This design comes from an exercise in tuning for small area, a short achievable clock period and few clock cycles on the open sky130 flow, not from production work. Function was not checked in any run shown here: the RTL went through the layout flow alone. No activity file was given, so power comes from the tool's default toggle rates.

**design/flow/design.v**
```verilog
module eq_cmp16 (
    input  [15:0] a,
    input  [15:0] b,
    output        eq
);
assign eq = (a == b);
endmodule
module eq_cmp17 (
    input  [16:0] a,
    input  [16:0] b,
    output        eq
);
assign eq = (a == b);
endmodule
module csa_fa (
    input  a,
    input  b,
    input  c,
    output s,
    output co
);
assign s  = a ^ b ^ c;
assign co = (a & b) | (a & c) | (b & c);
endmodule
module csa_ha (
    input  a,
    input  b,
    output s,
    output co
);
assign s  = a ^ b;
assign co = a & b;
endmodule
module csa_fx (
    input  a,
    input  b,
    input  c,
    output s,
    output co
);
logic x;
assign x  = a ^ b;
assign s  = x ^ c;
assign co = x ? c : a;
endmodule
module sparse_mac_top
#(
    parameter int NUM_DECODERS = 2,
    parameter int VALUE_W = 16,
    parameter int INDEX_W = 16,
    parameter int DECODER_FIFO_DEPTH = 16,
    parameter int ACCUM_W = 32
)
(
    input mac_clk,
    input mac_rst,
    input [NUM_DECODERS-1:0] sram_valid_i,
    output [NUM_DECODERS-1:0] sram_ready_o,
    input [NUM_DECODERS*(1+VALUE_W+INDEX_W)-1:0] sram_data_i,
    output mac_valid_o,
    output [ACCUM_W-1:0] mac_data_o
);
localparam int DATA_W = 1 + VALUE_W + INDEX_W;
logic [INDEX_W-1:0] skip0, skip1;
logic [VALUE_W-1:0] val0, val1;
logic in_done0, in_done1;
assign {in_done0, val0, skip0} = sram_data_i[0 +: DATA_W];
assign {in_done1, val1, skip1} = sram_data_i[DATA_W +: DATA_W];
logic hv0, hv1;               
logic hd0, hd1;               
logic [VALUE_W-1:0] hval0;
logic [VALUE_W-1:0] hval1;
logic [7:0] g_one, g_two, g_neg;    
logic g_top;
logic [INDEX_W:0] diff;       
logic zq;                     
logic mat;                    
logic [31:0] acc_s, acc_c;    
logic [31:0] res;             
logic mq;                     
logic fin, both, d_neg, pop0, pop1, take0, take1;
assign fin   = (hv0 & hd0) | (hv1 & hd1);
assign both  = hv0 & hv1 & ~fin;
assign d_neg = diff[INDEX_W];
assign pop0  = both & ~d_neg;
assign pop1  = both & (d_neg | zq);
assign sram_ready_o[0] = ~fin & (~hv0 | pop0);
assign sram_ready_o[1] = ~fin & (~hv1 | pop1);
assign take0 = sram_valid_i[0] & sram_ready_o[0];
assign take1 = sram_valid_i[1] & sram_ready_o[1];
logic [INDEX_W:0] s1x, s0x, c10, c01, c11, diff_n;
logic [INDEX_W+1:0] c10_w, c11_w;
assign s1x   = {1'b0, skip1};
assign s0x   = {1'b0, skip0};
assign c10_w = {diff, 1'b1} + {s1x, 1'b1};           
assign c10   = c10_w[INDEX_W+1:1];
assign c01   = diff + ~s0x;                           
assign c11_w = {s1x, 1'b1} + {~s0x, 1'b1};           
assign c11   = c11_w[INDEX_W+1:1];
logic t00, t01, t10, t11;
assign t00 = ~take1 & ~take0;
assign t01 = ~take1 &  take0;
assign t10 =  take1 & ~take0;
assign t11 =  take1 &  take0;
assign diff_n = ({(INDEX_W+1){t00}} & diff) | ({(INDEX_W+1){t01}} & c01)
              | ({(INDEX_W+1){t10}} & c10) | ({(INDEX_W+1){t11}} & c11);
logic [INDEX_W:0] diff_m1;
logic z10, z01, z11, zn;
assign diff_m1 = diff - 1'b1;
eq_cmp17 u_z10 (.a(s1x), .b(~diff), .eq(z10));
eq_cmp17 u_z01 (.a(s0x), .b(diff_m1), .eq(z01));
eq_cmp16 u_z11 (.a(skip1), .b(skip0), .eq(z11));
assign zn  = (t00 & zq) | (t01 & z01) | (t10 & z10) | (t11 & z11);
logic hv0n, hv1n, hd0n, hd1n, finn, matn;
assign hv0n = take0 | (hv0 & ~pop0);
assign hv1n = take1 | (hv1 & ~pop1);
assign hd0n = take0 ? in_done0 : hd0;
assign hd1n = take1 ? in_done1 : hd1;
assign finn = (hv0n & hd0n) | (hv1n & hd1n);
assign matn = hv0n & hv1n & ~finn & zn;
logic [VALUE_W-1:0] n_val1;
logic [7:0] n_one, n_two, n_neg;
logic n_top;
assign n_val1 = take1 ? val1 : hval1;
always_comb begin
    for (int j = 0; j < 8; j++) begin
        logic hi, mid, lo;
        hi  = n_val1[2*j+1];
        mid = n_val1[2*j];
        lo  = (j == 0) ? 1'b0 : n_val1[2*j-1];
        n_one[j] = mid ^ lo;
        n_two[j] = (hi & ~mid & ~lo) | (~hi & mid & lo);
        n_neg[j] = hi;
    end
end
assign n_top = n_val1[15];
logic [16:0] bpp [8];
logic [15:0] bpp8;
always_comb begin
    for (int j = 0; j < 8; j++)
        for (int i = 0; i < 17; i++)
            bpp[j][i] = ((g_one[j] & ((i < 16) ? hval0[i] : 1'b0))
                       | (g_two[j] & ((i > 0) ? hval0[i-1] : 1'b0))) ^ g_neg[j];
    for (int i = 0; i < 16; i++)
        bpp8[i] = g_top & hval0[i];
end
logic [31:0] tree_s, tree_c;
logic mt_0, mt_1, mt_2, mt_3, mt_4, mt_5, mt_6, mt_7, mt_8, mt_9, mt_10, mt_11;
logic mt_12, mt_13, mt_14, mt_15, mt_16, mt_17, mt_18, mt_19, mt_20, mt_21, mt_22, mt_23;
logic mt_24, mt_25, mt_26, mt_27, mt_28, mt_29, mt_30, mt_31, mt_32, mt_33, mt_34, mt_35;
logic mt_36, mt_37, mt_38, mt_39, mt_40, mt_41, mt_42, mt_43, mt_44, mt_45, mt_46, mt_47;
logic mt_48, mt_49, mt_50, mt_51, mt_52, mt_53, mt_54, mt_55, mt_56, mt_57, mt_58, mt_59;
logic mt_60, mt_61, mt_62, mt_63, mt_64, mt_65, mt_66, mt_67, mt_68, mt_69, mt_70, mt_71;
logic mt_72, mt_73, mt_74, mt_75, mt_76, mt_77, mt_78, mt_79, mt_80, mt_81, mt_82, mt_83;
logic mt_84, mt_85, mt_86, mt_87, mt_88, mt_89, mt_90, mt_91, mt_92, mt_93, mt_94, mt_95;
logic mt_96, mt_97, mt_98, mt_99, mt_100, mt_101, mt_102, mt_103, mt_104, mt_105, mt_106, mt_107;
logic mt_108, mt_109, mt_110, mt_111, mt_112, mt_113, mt_114, mt_115, mt_116, mt_117, mt_118, mt_119;
logic mt_120, mt_121, mt_122, mt_123, mt_124, mt_125, mt_126, mt_127, mt_128, mt_129, mt_130, mt_131;
logic mt_132, mt_133, mt_134, mt_135, mt_136, mt_137, mt_138, mt_139, mt_140, mt_141, mt_142, mt_143;
logic mt_144, mt_145, mt_146, mt_147, mt_148, mt_149, mt_150, mt_151, mt_152, mt_153, mt_154, mt_155;
logic mt_156, mt_157, mt_158, mt_159, mt_160, mt_161, mt_162, mt_163, mt_164, mt_165, mt_166, mt_167;
logic mt_168, mt_169, mt_170, mt_171, mt_172, mt_173, mt_174, mt_175, mt_176, mt_177, mt_178, mt_179;
logic mt_180, mt_181, mt_182, mt_183, mt_184, mt_185, mt_186, mt_187, mt_188, mt_189, mt_190, mt_191;
logic mt_192, mt_193, mt_194, mt_195, mt_196, mt_197, mt_198, mt_199, mt_200, mt_201, mt_202, mt_203;
logic mt_204, mt_205, mt_206, mt_207, mt_208, mt_209, mt_210, mt_211, mt_212, mt_213, mt_214, mt_215;
logic mt_216, mt_217, mt_218, mt_219, mt_220, mt_221, mt_222, mt_223, mt_224, mt_225, mt_226, mt_227;
logic mt_228, mt_229, mt_230, mt_231, mt_232, mt_233, mt_234, mt_235, mt_236, mt_237, mt_238, mt_239;
logic mt_240, mt_241, mt_242, mt_243, mt_244, mt_245, mt_246, mt_247, mt_248, mt_249, mt_250, mt_251;
logic mt_252, mt_253, mt_254, mt_255, mt_256, mt_257, mt_258, mt_259, mt_260, mt_261, mt_262, mt_263;
logic mt_264, mt_265, mt_266, mt_267, mt_268, mt_269, mt_270, mt_271, mt_272, mt_273, mt_274, mt_275;
logic mt_276, mt_277, mt_278, mt_279, mt_280, mt_281, mt_282, mt_283, mt_284, mt_285, mt_286, mt_287;
logic mt_288, mt_289, mt_290, mt_291, mt_292, mt_293, mt_294, mt_295, mt_296, mt_297, mt_298, mt_299;
logic mt_300, mt_301, mt_302, mt_303, mt_304, mt_305, mt_306, mt_307, mt_308, mt_309, mt_310, mt_311;
logic mt_312, mt_313, mt_314, mt_315, mt_316, mt_317, mt_318, mt_319, mt_320, mt_321, mt_322, mt_323;
logic mt_324, mt_325, mt_326, mt_327, mt_328, mt_329, mt_330, mt_331, mt_332, mt_333, mt_334, mt_335;
logic mt_336, mt_337, mt_338, mt_339, mt_340, mt_341, mt_342, mt_343, mt_344, mt_345, mt_346, mt_347;
logic mt_348, mt_349, mt_350, mt_351, mt_352, mt_353, mt_354, mt_355, mt_356, mt_357, mt_358, mt_359;
logic mt_360, mt_361, mt_362, mt_363, mt_364, mt_365, mt_366, mt_367, mt_368, mt_369, mt_370, mt_371;
logic mt_372, mt_373, mt_374, mt_375, mt_376, mt_377, mt_378, mt_379, mt_380, mt_381, mt_382, mt_383;
logic mt_384, mt_385, mt_386, mt_387, mt_388, mt_389, mt_390, mt_391;
csa_ha u_mt_0 (.a(acc_s[12]), .b(acc_c[12]), .s(mt_0), .co(mt_1));
csa_ha u_mt_2 (.a(acc_s[13]), .b(acc_c[13]), .s(mt_2), .co(mt_3));
csa_fa u_mt_4 (.a(acc_s[14]), .b(acc_c[14]), .c(g_neg[7]), .s(mt_4), .co(mt_5));
csa_ha u_mt_6 (.a(bpp[0][14]), .b(bpp[1][12]), .s(mt_6), .co(mt_7));
csa_fx u_mt_8 (.a(acc_s[15]), .b(acc_c[15]), .c(bpp[0][15]), .s(mt_8), .co(mt_9));
csa_ha u_mt_10 (.a(bpp[1][13]), .b(bpp[2][11]), .s(mt_10), .co(mt_11));
csa_fa u_mt_12 (.a(acc_s[16]), .b(acc_c[16]), .c(bpp8[0]), .s(mt_12), .co(mt_13));
csa_fx u_mt_14 (.a(bpp[0][16]), .b(bpp[1][14]), .c(bpp[2][12]), .s(mt_14), .co(mt_15));
csa_fa u_mt_16 (.a(acc_s[17]), .b(acc_c[17]), .c(g_neg[0]), .s(mt_16), .co(mt_17));
csa_fa u_mt_18 (.a(bpp8[1]), .b(bpp[1][15]), .c(bpp[2][13]), .s(mt_18), .co(mt_19));
csa_fa u_mt_20 (.a(acc_s[18]), .b(acc_c[18]), .c(g_neg[0]), .s(mt_20), .co(mt_21));
csa_fa u_mt_22 (.a(bpp8[2]), .b(bpp[1][16]), .c(bpp[2][14]), .s(mt_22), .co(mt_23));
csa_fa u_mt_24 (.a(acc_s[19]), .b(acc_c[19]), .c(~g_neg[0]), .s(mt_24), .co(mt_25));
csa_fx u_mt_26 (.a(~g_neg[1]), .b(bpp8[3]), .c(bpp[2][15]), .s(mt_26), .co(mt_27));
csa_fa u_mt_28 (.a(1'b1), .b(acc_s[20]), .c(acc_c[20]), .s(mt_28), .co(mt_29));
csa_ha u_mt_30 (.a(bpp8[4]), .b(bpp[2][16]), .s(mt_30), .co(mt_31));
csa_fa u_mt_32 (.a(acc_s[21]), .b(acc_c[21]), .c(~g_neg[2]), .s(mt_32), .co(mt_33));
csa_ha u_mt_34 (.a(1'b1), .b(acc_s[22]), .s(mt_34), .co(mt_35));
csa_ha u_mt_36 (.a(acc_s[6]), .b(acc_c[6]), .s(mt_36), .co(mt_37));
csa_ha u_mt_38 (.a(acc_s[7]), .b(acc_c[7]), .s(mt_38), .co(mt_39));
csa_fa u_mt_40 (.a(acc_s[8]), .b(acc_c[8]), .c(g_neg[4]), .s(mt_40), .co(mt_41));
csa_ha u_mt_42 (.a(bpp[0][8]), .b(bpp[1][6]), .s(mt_42), .co(mt_43));
csa_fa u_mt_44 (.a(acc_s[9]), .b(acc_c[9]), .c(bpp[0][9]), .s(mt_44), .co(mt_45));
csa_ha u_mt_46 (.a(bpp[1][7]), .b(bpp[2][5]), .s(mt_46), .co(mt_47));
csa_fa u_mt_48 (.a(acc_s[10]), .b(acc_c[10]), .c(g_neg[5]), .s(mt_48), .co(mt_49));
csa_fa u_mt_50 (.a(bpp[0][10]), .b(bpp[1][8]), .c(bpp[2][6]), .s(mt_50), .co(mt_51));
csa_ha u_mt_52 (.a(bpp[3][4]), .b(bpp[4][2]), .s(mt_52), .co(mt_53));
csa_fa u_mt_54 (.a(acc_s[11]), .b(acc_c[11]), .c(bpp[0][11]), .s(mt_54), .co(mt_55));
csa_fa u_mt_56 (.a(bpp[1][9]), .b(bpp[2][7]), .c(bpp[3][5]), .s(mt_56), .co(mt_57));
csa_ha u_mt_58 (.a(bpp[4][3]), .b(bpp[5][1]), .s(mt_58), .co(mt_59));
csa_fa u_mt_60 (.a(g_neg[6]), .b(mt_0), .c(bpp[0][12]), .s(mt_60), .co(mt_61));
csa_fa u_mt_62 (.a(bpp[1][10]), .b(bpp[2][8]), .c(bpp[3][6]), .s(mt_62), .co(mt_63));
csa_fa u_mt_64 (.a(bpp[4][4]), .b(bpp[5][2]), .c(bpp[6][0]), .s(mt_64), .co(mt_65));
csa_fa u_mt_66 (.a(mt_1), .b(mt_2), .c(bpp[0][13]), .s(mt_66), .co(mt_67));
csa_fa u_mt_68 (.a(bpp[1][11]), .b(bpp[2][9]), .c(bpp[3][7]), .s(mt_68), .co(mt_69));
csa_fa u_mt_70 (.a(bpp[4][5]), .b(bpp[5][3]), .c(bpp[6][1]), .s(mt_70), .co(mt_71));
csa_fa u_mt_72 (.a(mt_3), .b(mt_4), .c(bpp[2][10]), .s(mt_72), .co(mt_73));
csa_fa u_mt_74 (.a(bpp[3][8]), .b(bpp[4][6]), .c(bpp[5][4]), .s(mt_74), .co(mt_75));
csa_fx u_mt_76 (.a(bpp[6][2]), .b(bpp[7][0]), .c(mt_6), .s(mt_76), .co(mt_77));
csa_fa u_mt_78 (.a(mt_5), .b(bpp[3][9]), .c(bpp[4][7]), .s(mt_78), .co(mt_79));
csa_fa u_mt_80 (.a(bpp[5][5]), .b(bpp[6][3]), .c(bpp[7][1]), .s(mt_80), .co(mt_81));
csa_fx u_mt_82 (.a(mt_8), .b(mt_7), .c(mt_10), .s(mt_82), .co(mt_83));
csa_fa u_mt_84 (.a(mt_12), .b(bpp[3][10]), .c(bpp[4][8]), .s(mt_84), .co(mt_85));
csa_fa u_mt_86 (.a(bpp[5][6]), .b(bpp[6][4]), .c(bpp[7][2]), .s(mt_86), .co(mt_87));
csa_fx u_mt_88 (.a(mt_11), .b(mt_9), .c(mt_14), .s(mt_88), .co(mt_89));
csa_fa u_mt_90 (.a(mt_16), .b(bpp[3][11]), .c(bpp[4][9]), .s(mt_90), .co(mt_91));
csa_fa u_mt_92 (.a(bpp[5][7]), .b(bpp[6][5]), .c(bpp[7][3]), .s(mt_92), .co(mt_93));
csa_fx u_mt_94 (.a(mt_13), .b(mt_15), .c(mt_18), .s(mt_94), .co(mt_95));
csa_fa u_mt_96 (.a(mt_20), .b(mt_17), .c(bpp[3][12]), .s(mt_96), .co(mt_97));
csa_fa u_mt_98 (.a(bpp[4][10]), .b(bpp[5][8]), .c(bpp[6][6]), .s(mt_98), .co(mt_99));
csa_fx u_mt_100 (.a(bpp[7][4]), .b(mt_19), .c(mt_22), .s(mt_100), .co(mt_101));
csa_fa u_mt_102 (.a(mt_24), .b(mt_21), .c(bpp[3][13]), .s(mt_102), .co(mt_103));
csa_fa u_mt_104 (.a(bpp[4][11]), .b(bpp[5][9]), .c(bpp[6][7]), .s(mt_104), .co(mt_105));
csa_fx u_mt_106 (.a(bpp[7][5]), .b(mt_26), .c(mt_23), .s(mt_106), .co(mt_107));
csa_fa u_mt_108 (.a(mt_28), .b(mt_25), .c(bpp[3][14]), .s(mt_108), .co(mt_109));
csa_fa u_mt_110 (.a(bpp[4][12]), .b(bpp[5][10]), .c(bpp[6][8]), .s(mt_110), .co(mt_111));
csa_fx u_mt_112 (.a(bpp[7][6]), .b(mt_30), .c(mt_27), .s(mt_112), .co(mt_113));
csa_fa u_mt_114 (.a(mt_29), .b(bpp8[5]), .c(mt_32), .s(mt_114), .co(mt_115));
csa_fa u_mt_116 (.a(bpp[3][15]), .b(bpp[4][13]), .c(bpp[5][11]), .s(mt_116), .co(mt_117));
csa_fx u_mt_118 (.a(bpp[6][9]), .b(bpp[7][7]), .c(mt_31), .s(mt_118), .co(mt_119));
csa_fa u_mt_120 (.a(acc_c[22]), .b(mt_34), .c(bpp8[6]), .s(mt_120), .co(mt_121));
csa_fa u_mt_122 (.a(mt_33), .b(bpp[3][16]), .c(bpp[4][14]), .s(mt_122), .co(mt_123));
csa_fa u_mt_124 (.a(bpp[5][12]), .b(bpp[6][10]), .c(bpp[7][8]), .s(mt_124), .co(mt_125));
csa_fa u_mt_126 (.a(acc_s[23]), .b(acc_c[23]), .c(mt_35), .s(mt_126), .co(mt_127));
csa_fa u_mt_128 (.a(~g_neg[3]), .b(bpp8[7]), .c(bpp[4][15]), .s(mt_128), .co(mt_129));
csa_fa u_mt_130 (.a(bpp[5][13]), .b(bpp[6][11]), .c(bpp[7][9]), .s(mt_130), .co(mt_131));
csa_fa u_mt_132 (.a(1'b1), .b(acc_s[24]), .c(acc_c[24]), .s(mt_132), .co(mt_133));
csa_fa u_mt_134 (.a(bpp8[8]), .b(bpp[4][16]), .c(bpp[5][14]), .s(mt_134), .co(mt_135));
csa_ha u_mt_136 (.a(bpp[6][12]), .b(bpp[7][10]), .s(mt_136), .co(mt_137));
csa_fa u_mt_138 (.a(acc_s[25]), .b(acc_c[25]), .c(~g_neg[4]), .s(mt_138), .co(mt_139));
csa_fa u_mt_140 (.a(bpp8[9]), .b(bpp[5][15]), .c(bpp[6][13]), .s(mt_140), .co(mt_141));
csa_fa u_mt_142 (.a(1'b1), .b(acc_s[26]), .c(acc_c[26]), .s(mt_142), .co(mt_143));
csa_ha u_mt_144 (.a(bpp8[10]), .b(bpp[5][16]), .s(mt_144), .co(mt_145));
csa_fa u_mt_146 (.a(acc_s[27]), .b(acc_c[27]), .c(~g_neg[5]), .s(mt_146), .co(mt_147));
csa_ha u_mt_148 (.a(1'b1), .b(acc_s[28]), .s(mt_148), .co(mt_149));
csa_ha u_mt_150 (.a(acc_s[2]), .b(acc_c[2]), .s(mt_150), .co(mt_151));
csa_ha u_mt_152 (.a(acc_s[3]), .b(acc_c[3]), .s(mt_152), .co(mt_153));
csa_fa u_mt_154 (.a(acc_s[4]), .b(acc_c[4]), .c(g_neg[2]), .s(mt_154), .co(mt_155));
csa_ha u_mt_156 (.a(bpp[0][4]), .b(bpp[1][2]), .s(mt_156), .co(mt_157));
csa_fa u_mt_158 (.a(acc_s[5]), .b(acc_c[5]), .c(bpp[0][5]), .s(mt_158), .co(mt_159));
csa_ha u_mt_160 (.a(bpp[1][3]), .b(bpp[2][1]), .s(mt_160), .co(mt_161));
csa_fa u_mt_162 (.a(g_neg[3]), .b(mt_36), .c(bpp[0][6]), .s(mt_162), .co(mt_163));
csa_fa u_mt_164 (.a(bpp[1][4]), .b(bpp[2][2]), .c(bpp[3][0]), .s(mt_164), .co(mt_165));
csa_fa u_mt_166 (.a(mt_37), .b(mt_38), .c(bpp[0][7]), .s(mt_166), .co(mt_167));
csa_fa u_mt_168 (.a(bpp[1][5]), .b(bpp[2][3]), .c(bpp[3][1]), .s(mt_168), .co(mt_169));
csa_fa u_mt_170 (.a(mt_39), .b(mt_40), .c(bpp[2][4]), .s(mt_170), .co(mt_171));
csa_fa u_mt_172 (.a(bpp[3][2]), .b(bpp[4][0]), .c(mt_42), .s(mt_172), .co(mt_173));
csa_fa u_mt_174 (.a(mt_41), .b(bpp[3][3]), .c(bpp[4][1]), .s(mt_174), .co(mt_175));
csa_fa u_mt_176 (.a(mt_44), .b(mt_43), .c(mt_46), .s(mt_176), .co(mt_177));
csa_fa u_mt_178 (.a(mt_48), .b(bpp[5][0]), .c(mt_47), .s(mt_178), .co(mt_179));
csa_fa u_mt_180 (.a(mt_52), .b(mt_45), .c(mt_50), .s(mt_180), .co(mt_181));
csa_fa u_mt_182 (.a(mt_49), .b(mt_54), .c(mt_53), .s(mt_182), .co(mt_183));
csa_fa u_mt_184 (.a(mt_58), .b(mt_51), .c(mt_56), .s(mt_184), .co(mt_185));
csa_fa u_mt_186 (.a(mt_60), .b(mt_59), .c(mt_55), .s(mt_186), .co(mt_187));
csa_fa u_mt_188 (.a(mt_57), .b(mt_62), .c(mt_64), .s(mt_188), .co(mt_189));
csa_fa u_mt_190 (.a(mt_66), .b(mt_61), .c(mt_63), .s(mt_190), .co(mt_191));
csa_fa u_mt_192 (.a(mt_65), .b(mt_68), .c(mt_70), .s(mt_192), .co(mt_193));
csa_fa u_mt_194 (.a(mt_72), .b(mt_67), .c(mt_69), .s(mt_194), .co(mt_195));
csa_fa u_mt_196 (.a(mt_71), .b(mt_74), .c(mt_76), .s(mt_196), .co(mt_197));
csa_fa u_mt_198 (.a(mt_73), .b(mt_75), .c(mt_78), .s(mt_198), .co(mt_199));
csa_fa u_mt_200 (.a(mt_80), .b(mt_82), .c(mt_77), .s(mt_200), .co(mt_201));
csa_fx u_mt_202 (.a(mt_79), .b(mt_81), .c(mt_84), .s(mt_202), .co(mt_203));
csa_fx u_mt_204 (.a(mt_86), .b(mt_83), .c(mt_88), .s(mt_204), .co(mt_205));
csa_fx u_mt_206 (.a(mt_85), .b(mt_87), .c(mt_90), .s(mt_206), .co(mt_207));
csa_fx u_mt_208 (.a(mt_92), .b(mt_94), .c(mt_89), .s(mt_208), .co(mt_209));
csa_fa u_mt_210 (.a(mt_96), .b(mt_91), .c(mt_93), .s(mt_210), .co(mt_211));
csa_fa u_mt_212 (.a(mt_98), .b(mt_100), .c(mt_95), .s(mt_212), .co(mt_213));
csa_fa u_mt_214 (.a(mt_102), .b(mt_97), .c(mt_99), .s(mt_214), .co(mt_215));
csa_fx u_mt_216 (.a(mt_104), .b(mt_106), .c(mt_101), .s(mt_216), .co(mt_217));
csa_fa u_mt_218 (.a(mt_108), .b(mt_103), .c(mt_105), .s(mt_218), .co(mt_219));
csa_fx u_mt_220 (.a(mt_110), .b(mt_112), .c(mt_107), .s(mt_220), .co(mt_221));
csa_fa u_mt_222 (.a(mt_114), .b(mt_109), .c(mt_111), .s(mt_222), .co(mt_223));
csa_fx u_mt_224 (.a(mt_116), .b(mt_118), .c(mt_113), .s(mt_224), .co(mt_225));
csa_fa u_mt_226 (.a(mt_120), .b(mt_115), .c(mt_117), .s(mt_226), .co(mt_227));
csa_fa u_mt_228 (.a(mt_122), .b(mt_124), .c(mt_119), .s(mt_228), .co(mt_229));
csa_fa u_mt_230 (.a(mt_126), .b(mt_121), .c(mt_128), .s(mt_230), .co(mt_231));
csa_fa u_mt_232 (.a(mt_123), .b(mt_125), .c(mt_130), .s(mt_232), .co(mt_233));
csa_fa u_mt_234 (.a(mt_132), .b(mt_127), .c(mt_136), .s(mt_234), .co(mt_235));
csa_fa u_mt_236 (.a(mt_129), .b(mt_131), .c(mt_134), .s(mt_236), .co(mt_237));
csa_fa u_mt_238 (.a(mt_133), .b(mt_138), .c(bpp[7][11]), .s(mt_238), .co(mt_239));
csa_fa u_mt_240 (.a(mt_137), .b(mt_135), .c(mt_140), .s(mt_240), .co(mt_241));
csa_fa u_mt_242 (.a(mt_142), .b(mt_139), .c(bpp[6][14]), .s(mt_242), .co(mt_243));
csa_fa u_mt_244 (.a(bpp[7][12]), .b(mt_144), .c(mt_141), .s(mt_244), .co(mt_245));
csa_fa u_mt_246 (.a(mt_143), .b(bpp8[11]), .c(mt_146), .s(mt_246), .co(mt_247));
csa_fa u_mt_248 (.a(bpp[6][15]), .b(bpp[7][13]), .c(mt_145), .s(mt_248), .co(mt_249));
csa_fa u_mt_250 (.a(acc_c[28]), .b(mt_148), .c(bpp8[12]), .s(mt_250), .co(mt_251));
csa_fa u_mt_252 (.a(mt_147), .b(bpp[6][16]), .c(bpp[7][14]), .s(mt_252), .co(mt_253));
csa_fa u_mt_254 (.a(acc_s[29]), .b(acc_c[29]), .c(mt_149), .s(mt_254), .co(mt_255));
csa_fa u_mt_256 (.a(~g_neg[6]), .b(bpp8[13]), .c(bpp[7][15]), .s(mt_256), .co(mt_257));
csa_fa u_mt_258 (.a(1'b1), .b(acc_s[30]), .c(acc_c[30]), .s(mt_258), .co(mt_259));
csa_ha u_mt_260 (.a(bpp8[14]), .b(bpp[7][16]), .s(mt_260), .co(mt_261));
csa_fa u_mt_262 (.a(acc_s[31]), .b(acc_c[31]), .c(~g_neg[7]), .s(mt_262), .co(mt_263));
csa_ha u_mt_264 (.a(acc_s[0]), .b(acc_c[0]), .s(mt_264), .co(mt_265));
csa_ha u_mt_266 (.a(acc_s[1]), .b(acc_c[1]), .s(mt_266), .co(mt_267));
csa_fa u_mt_268 (.a(g_neg[1]), .b(mt_150), .c(bpp[0][2]), .s(mt_268), .co(mt_269));
csa_fa u_mt_270 (.a(mt_151), .b(mt_152), .c(bpp[0][3]), .s(mt_270), .co(mt_271));
csa_fa u_mt_272 (.a(mt_153), .b(mt_154), .c(bpp[2][0]), .s(mt_272), .co(mt_273));
csa_fa u_mt_274 (.a(mt_155), .b(mt_158), .c(mt_157), .s(mt_274), .co(mt_275));
csa_fa u_mt_276 (.a(mt_162), .b(mt_161), .c(mt_159), .s(mt_276), .co(mt_277));
csa_fa u_mt_278 (.a(mt_166), .b(mt_163), .c(mt_165), .s(mt_278), .co(mt_279));
csa_fa u_mt_280 (.a(mt_170), .b(mt_167), .c(mt_169), .s(mt_280), .co(mt_281));
csa_fa u_mt_282 (.a(mt_171), .b(mt_174), .c(mt_176), .s(mt_282), .co(mt_283));
csa_fa u_mt_284 (.a(mt_175), .b(mt_178), .c(mt_177), .s(mt_284), .co(mt_285));
csa_fx u_mt_286 (.a(mt_179), .b(mt_182), .c(mt_184), .s(mt_286), .co(mt_287));
csa_fx u_mt_288 (.a(mt_183), .b(mt_186), .c(mt_185), .s(mt_288), .co(mt_289));
csa_fa u_mt_290 (.a(mt_187), .b(mt_190), .c(mt_189), .s(mt_290), .co(mt_291));
csa_fx u_mt_292 (.a(mt_191), .b(mt_194), .c(mt_193), .s(mt_292), .co(mt_293));
csa_fa u_mt_294 (.a(mt_195), .b(mt_198), .c(mt_197), .s(mt_294), .co(mt_295));
csa_fx u_mt_296 (.a(mt_202), .b(mt_199), .c(mt_201), .s(mt_296), .co(mt_297));
csa_fx u_mt_298 (.a(mt_206), .b(mt_203), .c(mt_205), .s(mt_298), .co(mt_299));
csa_fx u_mt_300 (.a(mt_210), .b(mt_207), .c(mt_209), .s(mt_300), .co(mt_301));
csa_fx u_mt_302 (.a(mt_211), .b(mt_214), .c(mt_216), .s(mt_302), .co(mt_303));
csa_fx u_mt_304 (.a(mt_215), .b(mt_218), .c(mt_220), .s(mt_304), .co(mt_305));
csa_fx u_mt_306 (.a(mt_219), .b(mt_222), .c(mt_224), .s(mt_306), .co(mt_307));
csa_fx u_mt_308 (.a(mt_226), .b(mt_223), .c(mt_228), .s(mt_308), .co(mt_309));
csa_fx u_mt_310 (.a(mt_230), .b(mt_227), .c(mt_232), .s(mt_310), .co(mt_311));
csa_fx u_mt_312 (.a(mt_234), .b(mt_231), .c(mt_236), .s(mt_312), .co(mt_313));
csa_fx u_mt_314 (.a(mt_238), .b(mt_235), .c(mt_240), .s(mt_314), .co(mt_315));
csa_fa u_mt_316 (.a(mt_242), .b(mt_239), .c(mt_244), .s(mt_316), .co(mt_317));
csa_fa u_mt_318 (.a(mt_246), .b(mt_243), .c(mt_248), .s(mt_318), .co(mt_319));
csa_fa u_mt_320 (.a(mt_250), .b(mt_247), .c(mt_252), .s(mt_320), .co(mt_321));
csa_fa u_mt_322 (.a(mt_254), .b(mt_251), .c(mt_256), .s(mt_322), .co(mt_323));
csa_fa u_mt_324 (.a(mt_258), .b(mt_255), .c(mt_260), .s(mt_324), .co(mt_325));
csa_fa u_mt_326 (.a(mt_259), .b(bpp8[15]), .c(mt_262), .s(mt_326), .co(mt_327));
csa_ha u_mt_328 (.a(g_neg[0]), .b(mt_264), .s(mt_328), .co(mt_329));
csa_fa u_mt_330 (.a(mt_265), .b(mt_266), .c(bpp[0][1]), .s(mt_330), .co(mt_331));
csa_fa u_mt_332 (.a(mt_267), .b(bpp[1][0]), .c(mt_268), .s(mt_332), .co(mt_333));
csa_fa u_mt_334 (.a(bpp[1][1]), .b(mt_270), .c(mt_269), .s(mt_334), .co(mt_335));
csa_fa u_mt_336 (.a(mt_272), .b(mt_156), .c(mt_271), .s(mt_336), .co(mt_337));
csa_fa u_mt_338 (.a(mt_160), .b(mt_273), .c(mt_274), .s(mt_338), .co(mt_339));
csa_fa u_mt_340 (.a(mt_164), .b(mt_275), .c(mt_276), .s(mt_340), .co(mt_341));
csa_fa u_mt_342 (.a(mt_168), .b(mt_277), .c(mt_278), .s(mt_342), .co(mt_343));
csa_fa u_mt_344 (.a(mt_172), .b(mt_279), .c(mt_280), .s(mt_344), .co(mt_345));
csa_fx u_mt_346 (.a(mt_173), .b(mt_281), .c(mt_282), .s(mt_346), .co(mt_347));
csa_fx u_mt_348 (.a(mt_180), .b(mt_284), .c(mt_283), .s(mt_348), .co(mt_349));
csa_fx u_mt_350 (.a(mt_181), .b(mt_286), .c(mt_285), .s(mt_350), .co(mt_351));
csa_fx u_mt_352 (.a(mt_188), .b(mt_288), .c(mt_287), .s(mt_352), .co(mt_353));
csa_fx u_mt_354 (.a(mt_192), .b(mt_289), .c(mt_290), .s(mt_354), .co(mt_355));
csa_fx u_mt_356 (.a(mt_196), .b(mt_291), .c(mt_292), .s(mt_356), .co(mt_357));
csa_fx u_mt_358 (.a(mt_200), .b(mt_293), .c(mt_294), .s(mt_358), .co(mt_359));
csa_fx u_mt_360 (.a(mt_204), .b(mt_296), .c(mt_295), .s(mt_360), .co(mt_361));
csa_fx u_mt_362 (.a(mt_208), .b(mt_298), .c(mt_297), .s(mt_362), .co(mt_363));
csa_fx u_mt_364 (.a(mt_212), .b(mt_300), .c(mt_299), .s(mt_364), .co(mt_365));
csa_fx u_mt_366 (.a(mt_213), .b(mt_302), .c(mt_301), .s(mt_366), .co(mt_367));
csa_fx u_mt_368 (.a(mt_217), .b(mt_304), .c(mt_303), .s(mt_368), .co(mt_369));
csa_fx u_mt_370 (.a(mt_221), .b(mt_306), .c(mt_305), .s(mt_370), .co(mt_371));
csa_fx u_mt_372 (.a(mt_225), .b(mt_308), .c(mt_307), .s(mt_372), .co(mt_373));
csa_fx u_mt_374 (.a(mt_229), .b(mt_310), .c(mt_309), .s(mt_374), .co(mt_375));
csa_fa u_mt_376 (.a(mt_233), .b(mt_312), .c(mt_311), .s(mt_376), .co(mt_377));
csa_fa u_mt_378 (.a(mt_237), .b(mt_314), .c(mt_313), .s(mt_378), .co(mt_379));
csa_fx u_mt_380 (.a(mt_241), .b(mt_316), .c(mt_315), .s(mt_380), .co(mt_381));
csa_fx u_mt_382 (.a(mt_245), .b(mt_318), .c(mt_317), .s(mt_382), .co(mt_383));
csa_fa u_mt_384 (.a(mt_249), .b(mt_320), .c(mt_319), .s(mt_384), .co(mt_385));
csa_fa u_mt_386 (.a(mt_253), .b(mt_322), .c(mt_321), .s(mt_386), .co(mt_387));
csa_fa u_mt_388 (.a(mt_257), .b(mt_324), .c(mt_323), .s(mt_388), .co(mt_389));
csa_fa u_mt_390 (.a(mt_326), .b(mt_261), .c(mt_325), .s(mt_390), .co(mt_391));
assign tree_s[0] = bpp[0][0];
assign tree_c[0] = mt_328;
assign tree_s[1] = mt_330;
assign tree_c[1] = mt_329;
assign tree_s[2] = mt_332;
assign tree_c[2] = mt_331;
assign tree_s[3] = mt_334;
assign tree_c[3] = mt_333;
assign tree_s[4] = mt_336;
assign tree_c[4] = mt_335;
assign tree_s[5] = mt_338;
assign tree_c[5] = mt_337;
assign tree_s[6] = mt_340;
assign tree_c[6] = mt_339;
assign tree_s[7] = mt_342;
assign tree_c[7] = mt_341;
assign tree_s[8] = mt_344;
assign tree_c[8] = mt_343;
assign tree_s[9] = mt_346;
assign tree_c[9] = mt_345;
assign tree_s[10] = mt_348;
assign tree_c[10] = mt_347;
assign tree_s[11] = mt_350;
assign tree_c[11] = mt_349;
assign tree_s[12] = mt_352;
assign tree_c[12] = mt_351;
assign tree_s[13] = mt_354;
assign tree_c[13] = mt_353;
assign tree_s[14] = mt_356;
assign tree_c[14] = mt_355;
assign tree_s[15] = mt_358;
assign tree_c[15] = mt_357;
assign tree_s[16] = mt_360;
assign tree_c[16] = mt_359;
assign tree_s[17] = mt_362;
assign tree_c[17] = mt_361;
assign tree_s[18] = mt_364;
assign tree_c[18] = mt_363;
assign tree_s[19] = mt_366;
assign tree_c[19] = mt_365;
assign tree_s[20] = mt_368;
assign tree_c[20] = mt_367;
assign tree_s[21] = mt_370;
assign tree_c[21] = mt_369;
assign tree_s[22] = mt_372;
assign tree_c[22] = mt_371;
assign tree_s[23] = mt_374;
assign tree_c[23] = mt_373;
assign tree_s[24] = mt_376;
assign tree_c[24] = mt_375;
assign tree_s[25] = mt_378;
assign tree_c[25] = mt_377;
assign tree_s[26] = mt_380;
assign tree_c[26] = mt_379;
assign tree_s[27] = mt_382;
assign tree_c[27] = mt_381;
assign tree_s[28] = mt_384;
assign tree_c[28] = mt_383;
assign tree_s[29] = mt_386;
assign tree_c[29] = mt_385;
assign tree_s[30] = mt_388;
assign tree_c[30] = mt_387;
assign tree_s[31] = mt_390;
assign tree_c[31] = mt_389;
always_ff @(posedge mac_clk or negedge mac_rst) begin
    if (~mac_rst) begin
        hv0   <= 1'b0;
        hv1   <= 1'b0;
        diff  <= '0;
        zq    <= 1'b1;
        mat   <= 1'b0;
        acc_s <= '0;
        acc_c <= '0;
        mq    <= 1'b0;
        g_one <= '0;
        g_two <= '0;
        g_neg <= '0;
        g_top <= 1'b0;
        hval0 <= '0;
    end else begin
        hv0   <= hv0n;
        hv1   <= hv1n;
        diff  <= diff_n;
        zq    <= zn;
        mat   <= matn;
        acc_s <= tree_s;
        acc_c <= tree_c;
        mq    <= mat;
        g_one <= n_one & {8{matn}};
        g_two <= n_two & {8{matn}};
        g_neg <= n_neg & {8{matn}};
        g_top <= n_top & matn;
        if (take0) hval0 <= val0;
    end
end
function automatic [31:0] bk_add(input [31:0] a, input [31:0] b);
    logic [31:0] g, p, gg, pp;
    g = a & b;
    p = a ^ b;
    gg = g;
    pp = p;
    for (int l = 0; l < 5; l++)
        for (int i = 0; i < 32; i++)
            if (((i + 1) % (2 << l)) == 0) begin
                gg[i] = gg[i] | (pp[i] & gg[i - (1 << l)]);
                pp[i] = pp[i] & pp[i - (1 << l)];
            end
    for (int l = 3; l >= 0; l--)
        for (int i = 0; i < 32; i++)
            if (((i + 1) % (2 << l)) == (1 << l) && i >= (2 << l)) begin
                gg[i] = gg[i] | (pp[i] & gg[i - (1 << l)]);
                pp[i] = pp[i] & pp[i - (1 << l)];
            end
    bk_add = p ^ {gg[30:0], 1'b0};
endfunction
always_ff @(posedge mac_clk) begin
    res <= bk_add(acc_s, acc_c);
    if (take0) hd0 <= in_done0;
    if (take1) begin
        hval1 <= val1;
        hd1   <= in_done1;
    end
end
assign mac_valid_o = fin & ~mq;
assign mac_data_o  = res;
endmodule
```
**design/flow/flow/run.sh**
```bash
#!/bin/bash
set -euo pipefail
export BUFFER_PORTS_ARGS="-buffer_cell sky130_fd_sc_hd__buf_2"
bash standard.sh finish > flow_make.log 2>&1
```
**design/flow/standard.sh**
```bash
#!/bin/bash
# synth_recipe.tcl (not shown) runs the flow's synth.tcl, then flattens the netlist and writes it again
# the make line also repeats each setting of config.mk as NAME=value (left out here)
make -C /OpenROAD-flow-scripts/flow DESIGN_CONFIG=/design/flow/config.mk WORK_HOME=/design/flow/orfs CLKGATE_MAP_FILE= SYNTH_SCRIPT=/design/flow/synth_recipe.tcl "${@:-finish}"
```
**design/flow/constraint.sdc**
```tcl
create_clock -name core_clock -period 7.0 [get_ports {mac_clk}]
set_input_delay 1.4000 -clock core_clock [delete_from_list [all_inputs] [get_ports {mac_clk}]]
set_output_delay 1.4000 -clock core_clock [all_outputs]
set_load 0.01 [all_outputs]
```
**design/flow/config.mk**
```make
export PLATFORM = sky130hd
export DESIGN_NAME = sparse_mac_top
export DESIGN_NICKNAME = sparse_mac_top
export VERILOG_FILES = /design/flow/design.v
export SDC_FILE = /design/flow/constraint.sdc
export NUM_CORES = 4
export LEC_CHECK = 0
export CAP_MARGIN = 20
export CORE_MARGIN = 2
export CORE_UTILIZATION = 40
export CTS_BUF_LIST = sky130_fd_sc_hd__clkbuf_4 sky130_fd_sc_hd__clkbuf_8
export SETUP_SLACK_MARGIN = 3.6
export SLEW_MARGIN = 20
export SYNTH_HIERARCHICAL = 1
```
==> run summary, run 1 <==
* Worst Hold Class: reg -> reg
* Sequential area share after synthesis at between 20% and 30%
* Worst Path Required at 7450 ps
* Tmin final at 3530 ps
* Post-synthesis simple-gate area fraction at under 10%
* Max Fclk at around 280 MHz
* Hold path endpoint: mq$_DFF_PN0_
* Post-Synth XOR/XNOR Area at approximately a fifth
* Reg-to-reg startpoint: diff[1]$_DFF_PN0_
* Final core occ at 44.8%
* Die height at between 200 and 250 um
* R2R Path End: g_two[7]$_DFF_PN0_
* CTS tree: yes
* Setup TNS Final at 0 ps
* Gate Count Post-Synth at roughly 1600
* VDD IR max at roughly 0.00029 V
* Starting Density at about two fifths
* Remaining antenna violation count at 0
* Max FO, Critical Path at 8
* Slowest CP cell: dfrtp_1
* Hpwl dp at approximately 33000 um
* Post-synth top flop: dfrtp_1
* EDFF count, synth at 0
* Grt ovf at 0
* Layout area overhead at 10.9%
* Yosys cell types at 69
* Tcrit/Tclk final at 50.5%
* Max Slew Vio Count at 0
* WP data arrival at around 4000 ps
* Tot Pwr at 5.36 mW
* Final Skew at roughly 23 ps
* Routed wire length at 44600 um
* Mean number of vias per cell at around 5.5
* IO Pins at between 100 and 150
* Hold_buf cts at 0
* Adder-cell share of the synthesized area at around 27%
* RSZ-0062 raised after global routing: true
* Status: no timing/DRC/antenna violations
* CORE AREA at about 42000 um2
* Crit start category: flop
* Clk root buf: clkbuf_8
* Hold depth at 0
* CP endpoint kind: flop
* Vias in the first global route at between 10000 and 15000
* CP cell instances: inv_1 > ha_1 > inv_1 > nor4_1 > xnor2_1 > xor2_1 > nor4_2 > nand3_1 > nor4_4 > mux2i_2 > o22ai_2 > buf_6 > nand3_4 > a21oi_2
* Vias at around 12000
* Critical setup path kind: reg -> reg
* Fill count at around 4000
* Port Buf Inserts at 104
* Design Area, Final at between 15000 and 20000 um2
* Die X at around 210 um
* Pre-antenna DRT Iters at 7
* Reg clk slew, reported paths at about 120 ps
* Cell area after synthesis at about 17000 um2
* Synth Area per Inst at 10.3 um2
* Rel. slew slack at 20.9%
* Clk sink count at approximately 180
* GRT Total Usage at 21.0%
* Crit path max-delay family: simple AND/OR/NAND/NOR gates
* Slowest stage delay, CP at between 500 and 600 ps
* Clock buffer depth at 2
* Reg2Reg Depth at 14
* Antenna violations before repair at 1
* Crit path from: diff[1]$_DFF_PN0_
* Clk latency of the worst-skew pair at 520 ps
* Layout cell share with drive strength beyond 1 at roughly 15%
* DRC Markers at 0
* RD Place Congestion at a little over 0.9
* Seq cells post-synth at 176
* Most frequent cell on the critical path: inv_1
* Least-Margin Pin Slew at approximately 1200 ps
* Final setup fails at 0
* H-tree depth at 4
* Syn. warnings at 9
* DRT iter0 DRCs at 1108
* Max cap viols at 0
* Pwr Density at 286 nW/um2
* Leak at roughly 8.3 nW
* Post-synth ARST share at 71.6%
* DIE AREA at about 44000 um2
* R2r setup slk at 3470 ps
* Core Rows at 75
* Final hold violations at 0
* Compound-gate portion of the synthesized area at 13.5%
* Largest net degree at the start of global routing at 84
* Largest family of logic cells by synthesized area: adder cells
* First-pass GRT wire length at 71700 um
* Layout Nets at around 2000
* Mux cell area share after synthesis at 1.25%
* CTS buffer count at 17
* Hold path startpoint: mat$_DFF_PN0_
* Buffers & Inverters on Critical Path at 3
* DP Area at 17800 um2
* Wire length per cell at a little under 20 um
[layout by cell type, fill, tap and decap left out, drive strengths merged, types with 50 or more instances in the layout]
master	synthesis	final
xnor2	214	214
fa	144	144
nand2	133	133
buf	18	129
dfrtp	125	125
a22oi	123	123
inv	102	109
ha	101	101
a21oi	68	68
dfxtp	50	50
[kinds of logic after synthesis]
| kind of cell | Yosys count |
|---|---|
| XOR/XNOR | 305 |
| AND/OR/NAND/NOR | 301 |
| buffers and inverters | 203 |
| adder cells (fa/ha/maj) | 293 |
| AO/OA/AOI/OAI | 331 |
| flip-flops | 176 |
| multiplexers | 21 |
| other | 2 |
[per-module statistics from Yosys, one instance, submodules excluded]
module / cells / area (um2)
sparse_mac_top: 1321 / 11900
csa_fx: 2 / 33.8
csa_fa: 1 / 20.0
eq_cmp17: 23 / 190
csa_ha: 1 / 12.5
eq_cmp16: 21 / 178
[Yosys cell counts, types with 11 or more instances]
cell type,n,share of area (%)
a21oi_1,68,2.0
xor3_1,48,6.8
dfrtp_1,125,19
xor2_1,43,2.2
a22oi_1,123,5.5
nand3_1,26,0.77
maj3_1,48,2.8
fa_1,144,17
o21a_1,15,0.67
and2_1,22,0.82
nand2_1,133,3.0
dfxtp_1,50,5.9
xnor2_1,214,11
clkbuf_1,83,1.8
nor2_1,47,1.0
inv_1,102,2.3
o21ai_0,32,0.95
nor3_1,17,0.50
buf_1,14,0.31
o211ai_1,11,0.49
ha_1,101,7.5
nand4_1,13,0.48
mux2i_1,20,1.2
a211oi_1,13,0.58
a21o_1,15,0.67
[worst max-delay path by stage]
stage | endpoint | slack (ps) | depth (start not counted)
2_1_floorplan | diff[16]$_DFF_PN0_ | 3580 | 10
3_3_place_gp | g_two[0]$_DFF_PN0_ | 2920 | 14
3_5_place_dp | g_two[0]$_DFF_PN0_ | 2640 | 14
4_1_cts | res[27]$_DFF_P_ | 3510 | 11
5_1_grt | g_two[7]$_DFF_PN0_ | 3250 | 15
6_report | g_two[7]$_DFF_PN0_ | 3470 | 14
[power by group]
part           total, mW  switching, mW  internal, mW  leakage, nW
logic               2.83           1.53          1.30         6.09
registers           1.79          0.508          1.28         2.04
clock network      0.737          0.463         0.274        0.208
total               5.36           2.50          2.85         8.34
[per-layer routing]
layer / part of all wire [%] / vias to the layer above / track usage (%)
met2: 46 / 407 / 32.9
met3: 5.7 / 49 / 3.26
met4: 2.1 / 0 / 6.06
li1: - / 5742 / -
met1: 46 / 6175 / 30.2
met5: 0 / - / 0
[repair_timing]
action,CTS,global route
cloned,1,2
gates resized for setup,39,43
buffers inserted,5,13
pin swaps,6,15
setup endpoints to repair,54,61
[state kept, by name, indices dropped and copies added (netlist names)]
signal  count
hd0         1
acc_c      32
hv0         1
hval1      16
hv1         1
hd1         1
zq          1
res        32
g_one       8
hval0      16
g_neg       8
acc_s      32
mq          1
mat         1
g_two       8
diff       17
[cell type report]
cell class / instances / area [um2] / share of cell area, %
antenna: 2 / 5.00 / 0.0268
clock buffer: 17 / 234 / 1.25
clock inverter: 15 / 184 / 0.983
inverter: 102 / 398 / 2.13
multi-input combinational: 1262 / 12300 / 65.7
sequential: 176 / 4190 / 22.4
tap: 539 / 674 / 3.61
timing repair buffer: 129 / 726 / 3.88
[per-stage QoR]
stage          instances  hold WS [ps]  setup WS [ps]
3_3_place_gp        2187           336           2920
4_1_cts             2225           365           3510
2_1_floorplan       1638           331           3580
6_report            2242           356           3470
5_1_grt             2240           383           3250
3_5_place_dp        2187           345           2640
==> inputs of run 2 (changes only) <==
--- a/design/flow/design.v
+++ b/design/flow/design.v
@@ -1,15 +1 @@
-module eq_cmp16 (
-    input  [15:0] a,
-    input  [15:0] b,
-    output        eq
-);
-assign eq = (a == b);
-endmodule
-module eq_cmp17 (
-    input  [16:0] a,
-    input  [16:0] b,
-    output        eq
-);
-assign eq = (a == b);
-endmodule
 module csa_fa (
@@ -90,2 +76,18 @@
 assign take1 = sram_valid_i[1] & sram_ready_o[1];
+function automatic [17:0] sk_add18(input [17:0] a, input [17:0] b);
+    logic [17:0] g, p, gg, pp;
+    g = a & b;
+    p = a ^ b;
+    gg = g;
+    pp = p;
+    for (int l = 0; l < 5; l++)
+        for (int i = 0; i < 18; i++)
+            if ((i >> l) & 1) begin
+                int j;
+                j = ((i >> l) << l) - 1;
+                gg[i] = gg[i] | (pp[i] & gg[j]);
+                pp[i] = pp[i] & pp[j];
+            end
+    sk_add18 = p ^ {gg[16:0], 1'b0};
+endfunction
 logic [INDEX_W:0] s1x, s0x, c10, c01, c11, diff_n;
@@ -94,6 +96,8 @@
 assign s0x   = {1'b0, skip0};
-assign c10_w = {diff, 1'b1} + {s1x, 1'b1};           
+assign c10_w = sk_add18({diff, 1'b1}, {s1x, 1'b1});           
 assign c10   = c10_w[INDEX_W+1:1];
-assign c01   = diff + ~s0x;                           
-assign c11_w = {s1x, 1'b1} + {~s0x, 1'b1};           
+logic [INDEX_W+1:0] c01_w;
+assign c01_w = sk_add18({diff, 1'b0}, {~s0x, 1'b0});
+assign c01   = c01_w[INDEX_W+1:1];                           
+assign c11_w = sk_add18({s1x, 1'b1}, {~s0x, 1'b1});           
 assign c11   = c11_w[INDEX_W+1:1];
@@ -109,5 +113,5 @@
 assign diff_m1 = diff - 1'b1;
-eq_cmp17 u_z10 (.a(s1x), .b(~diff), .eq(z10));
-eq_cmp17 u_z01 (.a(s0x), .b(diff_m1), .eq(z01));
-eq_cmp16 u_z11 (.a(skip1), .b(skip0), .eq(z11));
+assign z10 = (s1x == ~diff);
+assign z01 = (s0x == diff_m1);
+assign z11 = (skip1 == skip0);
 assign zn  = (t00 & zq) | (t01 & z01) | (t10 & z10) | (t11 & z11);
@@ -454,3 +458,2 @@
         g_top <= 1'b0;
-        hval0 <= '0;
     end else begin
@@ -468,3 +471,2 @@
         g_top <= n_top & matn;
-        if (take0) hval0 <= val0;
     end
@@ -493,3 +495,6 @@
     res <= bk_add(acc_s, acc_c);
-    if (take0) hd0 <= in_done0;
+    if (take0) begin
+        hval0 <= val0;
+        hd0   <= in_done0;
+    end
     if (take1) begin
==> run 2 against run 1 <==
Critical path depth decreased by 1. Critical endpoint is now diff[15]$_DFF_PN0_. Combinational power up 18%. Power is 8.1% higher. Still clean. Global-route usage fell by 0.057 points. Routed wire length fell by 5.2%. Non-clock buffer count is 24 higher. Maximum frequency up 4.6%. Highest routed layer unchanged. Clock power down 3.7%.
==> run summary, run 2 <==
* Status: no timing/DRC/antenna violations
* Layout area overhead at 12.5%
* Post-synth top area share at 18.7%
* Pre-antenna DRT Iters at 5
* Layout Nets at 1871
* RSZ-0062 raised after global routing: true
* Die height at ~200 um
* Tot Pwr at roughly 5.8 mW
* Vias at about 12000
* Leak at 8.03 nW
* Vias in the first global route at ~12000
* ANT cells at 0
* Fill count at between 3000 and 4000
* Hold path startpoint: mat$_DFF_PN0_
* Synth area leader: fa_1
* IO Pins at 105
* Port Buf Inserts at between 100 and 150
* Dpl ws at 2890 ps
* Tcrit/Tclk final at about half
* GRT Total Usage at 20.9%
* Post-synth ARST share at between 60% and 70%
* Syn. warnings at 9
* Mean number of vias per cell at approximately 5.5
* Reg clk slew, reported paths at roughly 120 ps
* Clk root buf: clkbuf_8
* Sequential area share after synthesis at about 26%
* Reg-to-reg startpoint: hval0[8]$_DFFE_PP_
* Starting Density at around two fifths
* Worst hold slack at about 370 ps
* Setup TNS Final at 0 ps
* Largest net degree at the start of global routing at 66
* Final Skew at around 33 ps
* DIE AREA at around 43000 um2
* CP cell instances: buf_2 > inv_1 > ha_4 > o21a_1 > nor2_1 > or4_4 > a21oi_4 > o31ai_4 > nand2b_1 > a21o_1 > fa_2 > a21oi_2 > o21ai_1
* Die X at roughly 200 um
* Hold path endpoint: mq$_DFF_PN0_
* Hold depth at 0
* Hpwl dp at between 30000 and 40000 um
* Commonest cells after routing, fill and taps aside: xnor2_1, fa_1, a22oi_1
* Max cap viols at 0
* Slowest stage delay, CP at 560 ps
* Most common cell after layout, fill and taps aside: xnor2_1
* VDD IR max at around 0.00034 V
* Final setup fails at 0
* Synth Area per Inst at about 11 um2
* Max FO, Critical Path at 4
* Remaining antenna violation count at 0
* Pwr Density at ~310 nW/um2
* CTS buffer count at 17
* Crit start category: primary input
* Rel. slew slack at around two fifths
* Grt ovf at 0
* Critical setup path kind: in -> reg
* DRC Markers at 0
* Clk latency of the worst-skew pair at between 500 and 600 ps
* Wire length per cell at a little over 20 um
* Reg2Reg Depth at 6
* Top flop regs: acc_c (32), acc_s (32), res (32)
* Core Rows at 74
* Final hold violations at 0
* RD Place Congestion at about 0.9
* Post-synth top cells: xnor2_1, fa_1, a22oi_1, dfrtp_1, ha_1
* Layout cell share with drive strength beyond 1 at between 10% and 20%
* Tmin final at ~3400 ps
* DRT iter0 DRCs at approximately 740
* Clk sink count at around 180
* Gate Count Post-Synth at ~1500
* First-pass GRT wire length at slightly below 70000 um
* Max Slew Vio Count at 0
* R2R Path End: acc_s[20]$_DFF_PN0_
* CTS tree: yes
* Least-Margin Pin Slew at 875 ps
* Top-count cell post-synth: xnor2_1
* Slowest CP cell: or4_4
* CP endpoint kind: flop
* Cell area after synthesis at ~16000 um2
* Antenna violations before repair at 0
* H-tree depth at 4
* Seq cells post-synth at approximately 180
* CORE AREA at roughly 41000 um2
* Worst Hold Class: reg -> reg
* Yosys cell types at 74
* WP data arrival at roughly 3800 ps
* Clock buffer depth at 2
* Worst Path Required at between 7000 and 8000 ps
* EDFF count, synth at 16
* Setup ws final at between 3000 and 4000 ps
* Max Fclk at 296 MHz
* R2r setup slk at ~3700 ps
* Routed wire length at around 42000 um
* Synth top area cells: fa_1, dfrtp_1, xnor2_1
* Post-synth top flop: dfrtp_1
-- run 2: per-stage QoR --
step           utilization [%]  instance area [um2]  cells
2_1_floorplan                -                16600   1479
3_3_place_gp              43.1                17500   2027
3_5_place_dp              43.2                17500   2028
4_1_cts                   44.5                18000   2070
5_1_grt                   45.3                18400   2093
6_report                  45.3                18400   2093
-- run 2: layout make-up --
type                       count  area [um2]  area share [%]
multi-input combinational   1127       11800            64.1
sequential                   176        4250            23.1
timing repair buffer         153        1030            5.59
tap                          532         666            3.62
inverter                      73         280            1.52
clock buffer                  17         234            1.27
clock inverter                15         139           0.755
-- run 2: logic make-up after synthesis --
| kind of cell | after synthesis | synth area share [%] |
|---|---|---|
| compound gates | 302 | 13.2 |
| fa+ha+maj | 301 | 29.3 |
| simple gates | 254 | 8.40 |
| xor+xnor | 243 | 17.5 |
| flops | 176 | 25.9 |
| buf+inv | 176 | 4.29 |
| mux | 21 | 1.39 |
| other cells | 1 | 0.0229 |
-- run 2: repair_timing --
action | in CTS | in global routing
setup endpoints to repair | 14 | 52
setup buffers | 10 | 23
resized for setup | 16 | 27
hold buffers | 0 | 0
pin swaps | 12 | 13
-- run 2: worst max path at each step --
stage / start / endpoint / slack [ps] / depth (start not counted)
final: sram_data_i[4] / diff[15]$_DFF_PN0_ / 3620 / 13
after global routing: sram_data_i[2] / diff[15]$_DFF_PN0_ / 3500 / 13
after CTS: acc_s[0]$_DFF_PN0_ / res[31]$_DFF_P_ / 3580 / 12
after detailed placement: sram_data_i[7] / diff[16]$_DFF_PN0_ / 2890 / 14
after global placement: sram_data_i[7] / diff[16]$_DFF_PN0_ / 2920 / 14
after floorplan: sram_data_i[7] / diff[16]$_DFF_PN0_ / 3390 / 13
-- run 2: per-layer routing --
layer  vias to the layer above  part of all wire [%]  track usage (%)
met1                      5814                    45             28.8
met4                         0                   2.5             7.88
li1                       5313                     -                -
met5                         -                     0                0
met3                        83                   5.5             3.83
met2                       355                    47             32.9
-- run 2: Yosys stat by module (local to each module, per instance) --
module          flops+latches  times used  cells  cell area (um2)
csa_fx                      0          48      2             33.8
csa_ha                      0          23      1             12.5
csa_fa                      0         125      1             20.0
sparse_mac_top            176           1   1230            11900
-- run 2: critical path, delay by kind of cell --
kind,cells,cell delay (ps)
fa+ha+maj,2,730
buf+inv,2,190
compound gates,6,760
simple gates,3,700
-- run 2: power breakdown --
part,total [mW],leakage (nW),internal (mW),switching [mW]
logic,3.34,5.86,1.64,1.70
registers,1.74,1.98,1.38,0.362
clock network,0.710,0.188,0.262,0.448

## afterwards: timing with drivers on the ports
The results above use ideal ports. As a check the final layouts listed here were re-extracted and re-timed, cells and wires unchanged. Step 1 sets driving cells, clkbuf_16 on the clock port and buf_2 on the other inputs (assumed; they add their load-dependent delay and slew). Step 2 adds t to the input delays and takes it off the output delays; t is the mean of the earliest and latest rising clock arrival at the registers after step 1. Input paths then give back, and output paths get back, about the clock's delay inside the block. Three values: no drivers, after step 1, after step 2; two values: the first two.
| run | t, ns | slack for setup (ns) | worst hold slack (ns) | latest minus earliest clock arrival (ns) |
|---|---|---|---|---|
| run 1 | 0.557 | 3.465 / 3.465 / 3.106 | 0.356 / 0.356 / 0.356 | 0.022 / 0.022 |
| run 2 | 0.583 | 3.620 / 3.641 / 3.058 | 0.371 / 0.371 / 0.371 | 0.033 / 0.033 |
After both steps every run listed still meets setup and hold. The setup slack of run 2, which loses most, moves by +0.021 ns with the drivers and by -0.562 ns with both steps.
